This is an optimization exercise on Yosys and OpenROAD, whose aim is small area, not a production implementation. Where RTL was checked, it was by simulation tests only, not by an equivalence proof against the original. The flow treats the clock pin as an ideal source. Dropping or thinning the clock tree relies on that and would not hold on a real chip. No activity file was given, so power comes from the tool's default toggle rates.

== the reference run ==
// cajero
module cajero(
  Clk, Reset, PIN, TARJETA_RECIBIDA, TIPO_TRANS, DIGITO, DIGITO_STB,
  MONTO, MONTO_STB, BALANCE_ACTUALIZADO, ENTREGAR_DINERO, FONDOS_INSUFICIENTES,
  PIN_INCORRECTO, ADVERTENCIA, Bloqueo, TIPO_STB
);
clock: 6.0 ns
lec_check: 0
cap_margin: 20
core_margin: 2
core_utilization: 40
gpl_timing_driven: 0
slew_margin: 20
synth_hierarchical: 1
synth_minimum_keep_size: 0
standard.sh (not shown) runs the stock make flow with config.mk's settings and CLKGATE_MAP_FILE= SYNTH_SCRIPT=/design/flow/synth_recipe.tcl, a recipe that flattens the netlist after the stock synthesis.
==> flow/flow/run.sh <==
#!/bin/bash
# Own layout flow: the standard ORFS flow with two changes:
#  - synthesis maps the logic with an area-oriented ABC script (flow/abc_area.script),
#  - ports are buffered with sky130_fd_sc_hd__buf_1 instead of the default buffer,
#  - clock tree synthesis uses clkbuf_8 and adds no dummy loads.
# Each tool's output goes to the ORFS logs under orfs/logs; make's own output to make_*.log.
set -euo pipefail
work=$(pwd)
rm -rf "$work/scripts_area"
cp -r "$FLOW_HOME/scripts" "$work/scripts_area"
cp "$work/flow/abc_area.script" "$work/scripts_area/abc_area.script"
bash standard.sh SCRIPTS_DIR="$work/scripts_area" ABC_AREA=1 \
  "BUFFER_PORTS_ARGS=-buffer_cell sky130_fd_sc_hd__buf_1" \
  "CTS_ARGS=-sink_clustering_enable -repair_clock_nets -dont_use_dummy_load -buf_list sky130_fd_sc_hd__clkbuf_8" \
  finish > "$work/make_finish.log" 2>&1
==> flow/flow/abc_area.script <==
strash
dch
map -a
topo
stime -c
diff inputs: the reference run => the trial run
diff --git a/flow/config.mk b/flow/config.mk
--- a/flow/config.mk
+++ b/flow/config.mk
@@ -9,5 +9,4 @@
 export CORE_MARGIN = 2
 export CORE_UTILIZATION = 40
-export GPL_TIMING_DRIVEN = 0
 export SLEW_MARGIN = 20
 export SYNTH_HIERARCHICAL = 1
Results
When the trial run is set beside the reference run, its pre-CTS setup slack turns out to be 0.66 ns larger.
Per the comparison of the trial run with the reference run, amount of wire on met2 after detailed routing now sits higher, final total power now sits higher, routed wire length now sits higher, non-clock buffer count in the final layout now sits higher, fmax now sits higher.
Looking at the reference run and the trial run, the internal power is a wash.


cajero, a different RTL version from the one above (not shown whole).
For scale: ~540 cells after synthesis, roughly 53 flip-flops, roughly 65 I/O pins, about 3600 um^2 of cells after synthesis.
Settings: LEC_CHECK=0, CAP_MARGIN=20, CORE_MARGIN=2, CORE_UTILIZATION=40, SLEW_MARGIN=20, SYNTH_HIERARCHICAL=1, SYNTH_MINIMUM_KEEP_SIZE=0; clock period 6.0 ns.
==> flow/flow/abc_area.script <==
strash
dch
amap
topo
stime -c
Scripts as last shown in full above: flow/flow/run.sh
The starting point completed without violations.
Rerun with:
--- a/flow/flow/run.sh
+++ b/flow/flow/run.sh
@@ -4,2 +4 @@
-#  - ports are buffered with sky130_fd_sc_hd__buf_1 instead of the default buffer,
-#  - clock tree synthesis uses clkbuf_8 and adds no dummy loads.
+#  - ports are buffered with sky130_fd_sc_hd__buf_1 instead of the default buffer.
@@ -13,3 +12 @@
-  "BUFFER_PORTS_ARGS=-buffer_cell sky130_fd_sc_hd__buf_1" \
-  "CTS_ARGS=-sink_clustering_enable -repair_clock_nets -dont_use_dummy_load -buf_list sky130_fd_sc_hd__clkbuf_8" \
-  finish > "$work/make_finish.log" 2>&1
+  "BUFFER_PORTS_ARGS=-buffer_cell sky130_fd_sc_hd__buf_1" finish > "$work/make_finish.log" 2>&1
Outcome: Worst hold slack improves by 0.012 ns. Sequential share of layout area shrinks by 0.47 points. Setup slack degrades by 0.0067 ns. Total power grows by about a fifth. First-iteration DRC count shrinks by a few percent. Synthesized cell count does not change. Non-clock buffer count is unchanged. Area after synthesis does not change. Global-route usage grows by 0.12 points. Clock skew shrinks by 0.019 ns.
No functional check of the RTL was part of any run of this note.


== v16 ==
cajero with an RTL version that a note above also has.
Size: about 350 cells after synthesis, ~53 flip-flops, ~3200 sq um of cells after synthesis.
export LEC_CHECK = 0
export CAP_MARGIN = 20
export CORE_MARGIN = 2
export CORE_UTILIZATION = 40
export SLEW_MARGIN = 20
export SYNTH_HIERARCHICAL = 1
export SYNTH_MINIMUM_KEEP_SIZE = 0
create_clock -name core_clock -period 6.0 [get_ports {Clk}]
==> flow/flow/run.sh <==
#!/bin/bash
# Own layout flow: the standard ORFS flow with two changes:
#  - synthesis maps the logic with an area-oriented ABC script (flow/abc_area.script),
#  - ports are buffered with sky130_fd_sc_hd__buf_1 instead of the default buffer,
#  - the clock tree is four clkbuf_8 driven by the clock port (flow/my_cts.tcl).
# Each tool's output goes to the ORFS logs under orfs/logs; make's own output to make_*.log.
set -euo pipefail
work=$(pwd)
rm -rf "$work/scripts_area"
cp -r "$FLOW_HOME/scripts" "$work/scripts_area"
cp "$work/flow/abc_area.script" "$work/scripts_area/abc_area.script"
# clock tree: the clock port drives four clkbuf_8, one per cluster of flip-flops
cp "$work/flow/my_cts.tcl" "$work/scripts_area/my_cts.tcl"
sed -i 's|^log_cmd clock_tree_synthesis {\*}\$cts_args$|source $::env(SCRIPTS_DIR)/my_cts.tcl\nmy_cts 4 sky130_fd_sc_hd__clkbuf_8\nset_propagated_clock [all_clocks]|' "$work/scripts_area/cts.tcl"
grep -q "^my_cts 4" "$work/scripts_area/cts.tcl"
bash standard.sh SCRIPTS_DIR="$work/scripts_area" ABC_AREA=1 \
  "BUFFER_PORTS_ARGS=-buffer_cell sky130_fd_sc_hd__buf_1" \
  finish > "$work/make_finish.log" 2>&1
Other scripts of this flow, unchanged in this note and not shown: flow/flow/abc_area.script, flow/flow/my_cts.tcl
In summary, v16 completed successfully, with a layout that passed the timing, design-rule and antenna checks.
[inputs] v15 vs v16
-- flow/flow/run.sh --
<<< v16, line 5
#  - the clock tree is four clkbuf_8 driven by the clock port (flow/my_cts.tcl).
>>> v15, line 5
#  - the clock tree is three clkbuf_8 driven by the clock port (flow/my_cts.tcl).
<<< v16, line 12
# clock tree: the clock port drives four clkbuf_8, one per cluster of flip-flops
>>> v15, line 12
# clock tree: the clock port drives three clkbuf_8, one per cluster of flip-flops
<<< v16, line 14
sed -i 's|^log_cmd clock_tree_synthesis {\*}\$cts_args$|source $::env(SCRIPTS_DIR)/my_cts.tcl\nmy_cts 4 sky130_fd_sc_hd__clkbuf_8\nset_propagated_clock [all_clocks]|' "$work/scripts_area/cts.tcl"
grep -q "^my_cts 4" "$work/scripts_area/cts.tcl"
>>> v15, line 14
sed -i 's|^log_cmd clock_tree_synthesis {\*}\$cts_args$|source $::env(SCRIPTS_DIR)/my_cts.tcl\nmy_cts 3 sky130_fd_sc_hd__clkbuf_8\nset_propagated_clock [all_clocks]|' "$work/scripts_area/cts.tcl"
grep -q "^my_cts 3" "$work/scripts_area/cts.tcl"
Results
v16 → v15: layout filler cell count about even; wire length of the first global-routing pass went up by 0.49%; clock period minus worst slack lost 0.012 ns; register bit total from synthesis saw little to no change.
Relative to v15, the following input files were edited for v32:
-- flow/flow/run.sh --
<<< v15, line 5
#  - the clock tree is three clkbuf_8 driven by the clock port (flow/my_cts.tcl).
>>> v32, line 5
#  - the clock tree is four clkbuf_8 driven by the clock port (flow/my_cts.tcl).
--- outcome ---
- v15 -> v32: total internal power delta 0, exact match
- From v32 to v15, maximum clock frequency did not move at all.
- v15 -> v32: detailed-route vias per instance delta 0, exact match
- v32 -> v15: total power draw delta 0, exact match
- v32 and v15 ended up with nearly the same end-of-flow core utilization.
- There was hardly any difference in count of sequential standard cells between v32 and v15.
- Re final cell count: no difference whatsoever between v32 and v15.
Input-level comparison between v20 and v32:
Settings: CORE_UTILIZATION: 40 -> 65.
-- flow/flow/run.sh --
<<< v32, line 5
#  - the clock tree is four clkbuf_8 driven by the clock port (flow/my_cts.tcl).
>>> v20, line 5
#  - the clock tree is three clkbuf_8 driven by the clock port (flow/my_cts.tcl).
[summary]
v20 vs v32 — part of the power in registers rose 0.3 points. Worst supply voltage drop on vdd delta for v20 relative to v32: about 8% higher. Minimum period implied by the final worst setup slack in v20 is 0.013 ns lower than in v32. The run showing the smaller routed wire length is v20. v20: number of fill cells in the layout is 413 lower than what v32 reported. Post-route standard cell area excluding fillers went down slightly going from v32 to v20. What v32 reported for global placer's final weighted congestion has to be multiplied by 1.07 to get the figure for v20.
No run of this note takes its clock network from TritonCTS; it comes from the design's own scripts or RTL.

[static timing again, ports no longer ideal]
Ports are ideal in the flow. The routed layouts listed here were re-timed in OpenROAD. Step 1 assumes that a clkbuf_16 drives the clock port and a buf_2 every other input. Step 2, shift: input delay + t, output delay - t, t = (earliest + latest rising clock arrival at the registers) / 2. This alone moves slack from input paths to output paths. a / b / c = no drivers / after step 1 / after step 2; a / b = the first two.
run | t, ns | slack for setup (ns) | worst setup path after step 2 | clock arrival spread, ns
the reference run | 0.323 | 0.296 / 0.277 / 0.277 | input to output | 0.009 / 0.009
the trial run | 0.332 | 0.422 / 0.400 / 0.400 | input to output | 0.027 / 0.027
the first run of note 2 | 0.325 | 0.450 / 0.414 / 0.414 | input to output | 0.025 / 0.024
the second run of note 2 | 0.336 | 0.443 / 0.407 / 0.407 | input to output | 0.006 / 0.006
v16 | 0.207 | 0.408 / 0.386 / 0.386 | input to output | 0.024 / 0.023
v15 | 0.216 | 0.420 / 0.399 / 0.399 | input to output | 0.013 / 0.014
v32 | 0.216 | 0.420 / 0.399 / 0.399 | input to output | 0.013 / 0.014
v20 | 0.210 | 0.433 / 0.414 / 0.414 | input to output | 0.009 / 0.009
After both steps every run listed still meets setup and hold.
